This design comes from an exercise in tuning for small area and a short achievable clock period on the open sky130 flow, not from production work.
Where RTL was checked, it was by simulation tests only, not by an equivalence proof against the original.
Power and IR drop assume default switching activity.

== build 46 ==
## simple_debug
module simple_debug(
   input wire [15:0] data_i,
   output wire [15:0] data_o,
   input wire [24:0] addr_i,
   input wire read_i,
   input wire write_i,
   input wire [1:0] cs_i,
   input wire clk_i,
   input wire reset_i,
   input wire irq_i,
   output wire irq_o,
   output wire [4:0] leds_o
);
For scale: ~570 flip-flops.
==> module SimpleRamDecode, before the edit <==
module SimpleRamDecode(
   input wire cs0_i,
   input wire [24:0] addr_i,
   input wire write_i,             
   input wire reset_i,             
   output wire inwin_o,
   output wire [31:0] wsel_o,
   output wire [31:0] rsel_n_o
);
   wire [4:0] g;
   SdNor4 g0(.a(cs0_i), .b(addr_i[24]), .c(addr_i[23]), .d(addr_i[22]), .y(g[0]));
   SdNor4 g1(.a(addr_i[21]), .b(addr_i[20]), .c(addr_i[19]), .d(addr_i[18]), .y(g[1]));
   SdNor4 g2(.a(addr_i[17]), .b(addr_i[16]), .c(addr_i[15]), .d(addr_i[14]), .y(g[2]));
   SdNor4 g3(.a(addr_i[12]), .b(addr_i[11]), .c(addr_i[10]), .d(addr_i[9]), .y(g[3]));
   SdNor3 g4(.a(addr_i[8]), .b(addr_i[7]), .c(addr_i[6]), .y(g[4]));
   wire h1, h2;
   SdNand3 h1g(.a(g[0]), .b(g[1]), .c(g[2]), .y(h1));
   SdNand3 h2g(.a(g[3]), .b(g[4]), .c(addr_i[13]), .y(h2));
   SdNor2 inw(.a(h1), .b(h2), .y(inwin_o));
   wire reset_n, wr, wr_n;         
   SdInv rinv(.a(reset_i), .y(reset_n));
   SdNor2 wrg(.a(reset_n), .b(write_i), .y(wr));
   SdInv wrinv(.a(wr), .y(wr_n));
   wire [5:1] an;
   genvar i;
   generate
      for (i = 1; i <= 5; i = i + 1) begin : ainv
         SdInv inv(.a(addr_i[i]), .y(an[i]));
      end
   endgenerate
   wire [7:0] d3n, pb, rb;
   generate
      for (i = 0; i < 8; i = i + 1) begin : pre3
         SdNand3 n(.a(i & 4 ? addr_i[5] : an[5]), .b(i & 2 ? addr_i[4] : an[4]),
                   .c(i & 1 ? addr_i[3] : an[3]), .y(d3n[i]));
         SdNor2 w(.a(wr_n), .b(d3n[i]), .y(pb[i]));
         SdInv r(.a(d3n[i]), .y(rb[i]));
      end
   endgenerate
   wire [3:0] pa, ra;
   generate
      for (i = 0; i < 4; i = i + 1) begin : pre2
         SdNor2 w(.a(i & 2 ? an[2] : addr_i[2]), .b(i & 1 ? an[1] : addr_i[1]), .y(pa[i]));
         SdNor3 r(.a(reset_n), .b(i & 2 ? an[2] : addr_i[2]), .c(i & 1 ? an[1] : addr_i[1]), .y(ra[i]));
      end
   endgenerate
   generate
      for (i = 0; i < 32; i = i + 1) begin : sel
         SdAnd3 w(.a(pa[i & 3]), .b(pb[i >> 2]), .c(inwin_o), .y(wsel_o[i]));
         SdNand2 r(.a(ra[i & 3]), .b(rb[i >> 2]), .y(rsel_n_o[i]));
      end
   endgenerate
endmodule
Settings: LEC_CHECK=0, CAP_MARGIN=20, CORE_MARGIN=2, CORE_UTILIZATION=40, CTS_CLUSTER_DIAMETER=100, CTS_CLUSTER_SIZE=24, PLACE_DENSITY=0.68, SETUP_SLACK_MARGIN=1.2, SLEW_MARGIN=20, SYNTH_HIERARCHICAL=1; clock period 3.0 ns.
run.sh (not shown) runs the stock make flow with config.mk's settings and CLKGATE_MAP_FILE= SYNTH_SCRIPT=/design/flow/synth_recipe.tcl, a recipe that flattens the netlist after the stock synthesis.
The following lists how trial 21 was set up differently from build 46:
--- a/flow/design.v
+++ b/flow/design.v
@@ -59,15 +59,15 @@
    generate
       for (i = 0; i < 8; i = i + 1) begin : pre3
+         SdNor3 r(.a(i & 4 ? an[5] : addr_i[5]), .b(i & 2 ? an[4] : addr_i[4]),
+                  .c(i & 1 ? an[3] : addr_i[3]), .y(rb[i]));
          SdNand3 n(.a(i & 4 ? addr_i[5] : an[5]), .b(i & 2 ? addr_i[4] : an[4]),
                    .c(i & 1 ? addr_i[3] : an[3]), .y(d3n[i]));
          SdNor2 w(.a(wr_n), .b(d3n[i]), .y(pb[i]));
-         SdInv r(.a(d3n[i]), .y(rb[i]));
       end
    endgenerate
-   wire [3:0] pa, ra;
+   wire [3:0] pa;
    generate
       for (i = 0; i < 4; i = i + 1) begin : pre2
          SdNor2 w(.a(i & 2 ? an[2] : addr_i[2]), .b(i & 1 ? an[1] : addr_i[1]), .y(pa[i]));
-         SdNor3 r(.a(reset_n), .b(i & 2 ? an[2] : addr_i[2]), .c(i & 1 ? an[1] : addr_i[1]), .y(ra[i]));
       end
    endgenerate
@@ -75,5 +75,5 @@
       for (i = 0; i < 32; i = i + 1) begin : sel
          SdAnd3 w(.a(pa[i & 3]), .b(pb[i >> 2]), .c(inwin_o), .y(wsel_o[i]));
-         SdNand2 r(.a(ra[i & 3]), .b(rb[i >> 2]), .y(rsel_n_o[i]));
+         SdNand2 r(.a(pa[i & 3]), .b(rb[i >> 2]), .y(rsel_n_o[i]));
       end
    endgenerate
### Flow results
Internal portion of total power (lower): build 46
There was hardly any difference in flip-flop and latch count after synthesis between trial 21 and build 46.
Trial 21 vs. build 46: final weighted congestion of routability-driven global placement climbed 1.4%, total wirelength of the detailed-routed design higher.
A critical path startpoint of reset_i is what build 46 shows, while addr_i[4] belongs to trial 21.
Taking build 46 as the reference, in trial 21 final clock skew now smaller; overall global routing resource usage +0.83 points; global-route track usage on met1 has increased.
Cmp build 46 and trial 21 / sequential share of power / higher: build 46
Diff trial 21..build 46 | residual antenna-violating net count after detailed routing | unchanged
The combinational fraction of design power number comes out higher for trial 21 vs build 46.
Compared with build 46, trial 21 shows required time at the worst-slack endpoint lower by 0.11 ns.
Compared to build 46, trial 21 shows a narrower setup margin.
Only the layout flow was run in trial 21; the RTL was not checked for function there.


The RTL this note starts from:
==> flow/design.v <==
module SdOai22(input wire a1, a2, b1, b2, output wire y);
   assign y = ~((a1 | a2) & (b1 | b2));
endmodule
module SdNand4(input wire a, b, c, d, output wire y);
   assign y = ~(a & b & c & d);
endmodule
module SdNand2(input wire a, b, output wire y);
   assign y = ~(a & b);
endmodule
module SdNor4(input wire a, b, c, d, output wire y);
   assign y = ~(a | b | c | d);
endmodule
module SdNor3(input wire a, b, c, output wire y);
   assign y = ~(a | b | c);
endmodule
module SdNor2(input wire a, b, output wire y);
   assign y = ~(a | b);
endmodule
module SdNand3(input wire a, b, c, output wire y);
   assign y = ~(a & b & c);
endmodule
module SdAnd2(input wire a, b, output wire y);
   assign y = a & b;
endmodule
module SdInv(input wire a, output wire y);
   assign y = ~a;
endmodule
module SimpleRamDecode(
   input wire cs0_i,
   input wire [24:0] addr_i,
   input wire write_i,             
   input wire reset_i,             
   output wire inwin_o,
   output wire [31:0] wsel_o,
   output wire [31:0] rsel_n_o
);
   wire [4:0] g;
   SdNor4 g0(.a(cs0_i), .b(addr_i[24]), .c(addr_i[23]), .d(addr_i[22]), .y(g[0]));
   SdNor4 g1(.a(addr_i[21]), .b(addr_i[20]), .c(addr_i[19]), .d(addr_i[18]), .y(g[1]));
   SdNor4 g2(.a(addr_i[17]), .b(addr_i[16]), .c(addr_i[15]), .d(addr_i[14]), .y(g[2]));
   SdNor4 g3(.a(addr_i[12]), .b(addr_i[11]), .c(addr_i[10]), .d(addr_i[9]), .y(g[3]));
   SdNor3 g4(.a(addr_i[8]), .b(addr_i[7]), .c(addr_i[6]), .y(g[4]));
   wire h1, h2;
   SdNand3 h1g(.a(g[0]), .b(g[1]), .c(g[2]), .y(h1));
   SdNand3 h2g(.a(g[3]), .b(g[4]), .c(addr_i[13]), .y(h2));
   SdNor2 inw(.a(h1), .b(h2), .y(inwin_o));
   wire reset_n, wr, wr_n;         
   SdInv rinv(.a(reset_i), .y(reset_n));
   SdNor2 wrg(.a(reset_n), .b(write_i), .y(wr));
   SdInv wrinv(.a(wr), .y(wr_n));
   wire [5:1] an;
   genvar i;
   generate
      for (i = 1; i <= 5; i = i + 1) begin : ainv
         SdInv inv(.a(addr_i[i]), .y(an[i]));
      end
   endgenerate
   wire [7:0] d3n, pb, rb;
   generate
      for (i = 0; i < 8; i = i + 1) begin : pre3
         SdNor3 r(.a(i & 4 ? an[5] : addr_i[5]), .b(i & 2 ? an[4] : addr_i[4]),
                  .c(i & 1 ? an[3] : addr_i[3]), .y(rb[i]));
         SdNand3 n(.a(i & 4 ? addr_i[5] : an[5]), .b(i & 2 ? addr_i[4] : an[4]),
                   .c(i & 1 ? addr_i[3] : an[3]), .y(d3n[i]));
         SdNor3 w(.a(wr_n), .b(d3n[i]), .c(h1), .y(pb[i]));
      end
   endgenerate
   wire [3:0] pa, ra;
   generate
      for (i = 0; i < 4; i = i + 1) begin : pre2
         SdNor3 w(.a(i & 2 ? an[2] : addr_i[2]), .b(i & 1 ? an[1] : addr_i[1]), .c(h2), .y(pa[i]));
         SdNor2 r(.a(i & 2 ? an[2] : addr_i[2]), .b(i & 1 ? an[1] : addr_i[1]), .y(ra[i]));
      end
   endgenerate
   generate
      for (i = 0; i < 32; i = i + 1) begin : sel
         SdAnd2 w(.a(pa[i & 3]), .b(pb[i >> 2]), .y(wsel_o[i]));
         SdNand2 r(.a(ra[i & 3]), .b(rb[i >> 2]), .y(rsel_n_o[i]));
      end
   endgenerate
endmodule
module SimpleRam(
   input wire clk_i,
   input wire [31:0] wsel_i,       
   input wire rd_i,                
   input wire clr_i,               
   input wire [31:0] rsel_n_i,     
   input wire [15:0] data_i,
   output reg [15:0] data_o
);
   reg [15:0] storage[31:0];
   genvar w;
   generate
      for (w = 0; w < 32; w = w + 1) begin : wr
         always @ (posedge clk_i)
            if (wsel_i[w])
               storage[w] <= data_i;
      end
   endgenerate
   wire [15:0] word;
   genvar b, g;
   generate
      for (b = 0; b < 16; b = b + 1) begin : bits
         wire [31:0] col;
         wire [15:0] p;
         wire [7:0] q;
         wire [1:0] r;
         for (g = 0; g < 32; g = g + 1) begin : words
            assign col[g] = storage[g][b];
         end
         for (g = 0; g < 16; g = g + 1) begin : pairs
            SdOai22 oai(.a1(col[2*g]), .a2(rsel_n_i[2*g]), .b1(col[2*g+1]), .b2(rsel_n_i[2*g+1]),
                        .y(p[g]));
         end
         for (g = 0; g < 8; g = g + 1) begin : quads
            SdNor2 nor2(.a(p[2*g]), .b(p[2*g+1]), .y(q[g]));
         end
         SdNand4 n0(.a(q[0]), .b(q[1]), .c(q[2]), .d(q[3]), .y(r[0]));
         SdNand4 n1(.a(q[4]), .b(q[5]), .c(q[6]), .d(q[7]), .y(r[1]));
         SdNor3 clr(.a(r[0]), .b(r[1]), .c(clr_i), .y(word[b]));
      end
   endgenerate
   always @ (posedge clk_i)
   begin
      if (rd_i)
         data_o <= word;
   end
endmodule
`timescale 1ns / 1ps
module simple_debug(
   input wire [15:0] data_i,
   output wire [15:0] data_o,
   input wire [24:0] addr_i,
   input wire read_i,
   input wire write_i,
   input wire [1:0] cs_i,
   input wire clk_i,
   input wire reset_i,
   input wire irq_i,
   output wire irq_o,
   output wire [4:0] leds_o
);
   reg stage_1, stage_2, stage_3;
   reg [15:0] counter;
   reg [15:0] data_q;
   reg irq;
   reg led;
   wire chip_select = cs_i[0] & cs_i[1];
   wire [25:0] a = {cs_i[0], addr_i};
   wire ram_accessed;
   wire [31:0] wsel, rsel_n;
   SimpleRamDecode DEC(.cs0_i(cs_i[0]), .addr_i(addr_i), .write_i(write_i), .reset_i(reset_i),
                       .inwin_o(ram_accessed), .wsel_o(wsel), .rsel_n_o(rsel_n));
   wire clear_irq = (a == 26'h0);
   wire access = ~stage_2 & stage_3;
   wire [15:0] ram_d;
   SimpleRam RAM0(.clk_i(clk_i),
                  .wsel_i(wsel),
                  .rd_i(~reset_i | (~read_i & ram_accessed)),
                  .clr_i(~reset_i),
                  .rsel_n_i(rsel_n),
                  .data_i(data_i),
                  .data_o(ram_d));
   assign data_o = data_q;
   assign irq_o = irq;
   assign leds_o = {led, irq_i, counter[15], counter[0], 1'b1};
   always @ (posedge clk_i)
   begin
      if (!reset_i)
      begin
         counter <= 0;
         stage_3 <= 0;
         stage_2 <= 0;
         stage_1 <= 0;
         data_q <= 0;
         irq <= 0;
      end
      else
      begin
         if (&counter)
            irq <= 1;
         counter <= counter + 1;
         stage_3 <= stage_2;
         stage_2 <= stage_1;
         stage_1 <= chip_select;
         if (access)
         begin
            if (!read_i)
               data_q <= ram_accessed ? ram_d : (addr_i[15:0] | {15'b0, cs_i[0]});
            if (!write_i && !ram_accessed)
            begin
               if (clear_irq)
                  irq <= data_i[0];
               else
                  led <= data_i[0];
            end
         end
      end
   end
endmodule
==> flow/config.mk <==
export PLATFORM = sky130hd
export DESIGN_NAME = simple_debug
export DESIGN_NICKNAME = simple_debug
export VERILOG_FILES = /design/flow/design.v
export SDC_FILE = /design/flow/constraint.sdc
export NUM_CORES = 4
export LEC_CHECK = 0
export CAP_MARGIN = 20
export CORE_MARGIN = 2
export CORE_UTILIZATION = 40
export CTS_CLUSTER_DIAMETER = 100
export CTS_CLUSTER_SIZE = 24
export PLACE_DENSITY = 0.72
export SETUP_SLACK_MARGIN = 1.2
export SLEW_MARGIN = 20
export SYNTH_HIERARCHICAL = 1
==> flow/constraint.sdc <==
create_clock -name core_clock -period 3.0 [get_ports {clk_i}]
set_input_delay 0.6000 -clock core_clock [delete_from_list [all_inputs] [get_ports {clk_i}]]
set_output_delay 0.6000 -clock core_clock [all_outputs]
set_load 0.01 [all_outputs]
standard.sh (not shown) runs the stock make flow with config.mk's settings and CLKGATE_MAP_FILE= SYNTH_SCRIPT=/design/flow/synth_recipe.tcl, a recipe that flattens the netlist after the stock synthesis.
==> flow/flow/run.sh <==
#!/bin/bash
# The standard layout, with the port buffers inserted as buf_2 cells
# instead of the default delay-cell buffers. The whole make output goes to
# standard.log; each ORFS step also writes its own log under orfs/logs.
set -euo pipefail
bash standard.sh "BUFFER_PORTS_ARGS=-buffer_cell sky130_fd_sc_hd__buf_2" finish > standard.log 2>&1
Edit:
--- a/flow/design.v
+++ b/flow/design.v
@@ -58,10 +58,9 @@
    wire [7:0] d3n, pb, rb;
    generate
       for (i = 0; i < 8; i = i + 1) begin : pre3
-         SdNor3 r(.a(i & 4 ? an[5] : addr_i[5]), .b(i & 2 ? an[4] : addr_i[4]),
-                  .c(i & 1 ? an[3] : addr_i[3]), .y(rb[i]));
          SdNand3 n(.a(i & 4 ? addr_i[5] : an[5]), .b(i & 2 ? addr_i[4] : an[4]),
                    .c(i & 1 ? addr_i[3] : an[3]), .y(d3n[i]));
+         SdInv r(.a(d3n[i]), .y(rb[i]));
          SdNor3 w(.a(wr_n), .b(d3n[i]), .c(h1), .y(pb[i]));
       end
    endgenerate
@@ -112,12 +111,13 @@
             SdOai22 oai(.a1(col[2*g]), .a2(rsel_n_i[2*g]), .b1(col[2*g+1]), .b2(rsel_n_i[2*g+1]),
                         .y(p[g]));
          end
-         for (g = 0; g < 8; g = g + 1) begin : quads
+         for (g = 0; g < 7; g = g + 1) begin : quads
             SdNor2 nor2(.a(p[2*g]), .b(p[2*g+1]), .y(q[g]));
          end
+         SdNor3 clr(.a(p[14]), .b(p[15]), .c(clr_i), .y(q[7]));
          SdNand4 n0(.a(q[0]), .b(q[1]), .c(q[2]), .d(q[3]), .y(r[0]));
          SdNand4 n1(.a(q[4]), .b(q[5]), .c(q[6]), .d(q[7]), .y(r[1]));
-         SdNor3 clr(.a(r[0]), .b(r[1]), .c(clr_i), .y(word[b]));
+         SdNor2 out(.a(r[0]), .b(r[1]), .y(word[b]));
       end
    endgenerate
    always @ (posedge clk_i)
Cell count falls by 1.8%.
First-iteration DRC count rises by about 7%.
Utilization falls by 1.9 points.
Worst setup slack degrades by 9.1 ps.
Clock power hardly moves.
Die area is about the same.
Register-to-register slack barely changes.
Critical path depth stays the same.
Wire length falls by about 6%.
Hold slack degrades by 30 ps.
Clock skew rises by 6.7 ps.
Final area falls by 4.2%.
The RTL of the first run of this note was laid out without a check of its function.

-- afterwards: timing with drivers on the ports --
The results above use ideal ports. As a check the final layouts listed here were re-extracted and re-timed, cells and wires unchanged.
Step 1 assumes that a clkbuf_16 drives the clock port and a buf_2 every other input.
Step 2 moves the port delays by t, midway between the first and last clock arrival at a register: inputs arrive t later, outputs are due t later. That takes back most of the time a late clock gives input paths.
Three values: no drivers, after step 1, after step 2; two values: the first two.
run | shift t [ns] | slack for setup (ns) | worst hold slack (ns) | latest minus earliest clock arrival (ns) | slew at the worst register clock pin (ns)
build 46 | 0.643 | 1.198 / 1.163 / 0.567 | 0.307 / 0.274 / 0.450 | 0.039 / 0.039 | 0.10 / 0.10
trial 21 | 0.649 | 1.151 / 1.149 / 0.500 | 0.246 / 0.232 / 0.445 | 0.021 / 0.021 | 0.10 / 0.10
the first run of note 2 | 0.649 | 1.165 / 1.121 / 0.472 | 0.268 / 0.236 / 0.445 | 0.032 / 0.032 | 0.11 / 0.11
the second run of note 2 | 0.643 | 1.156 / 1.187 / 0.544 | 0.237 / 0.208 / 0.441 | 0.039 / 0.038 | 0.10 / 0.10
After both steps every run listed still meets setup and hold. The setup slack of the first run of note 2, which loses most, moves by -0.044 ns with the drivers and by -0.693 ns with both steps.
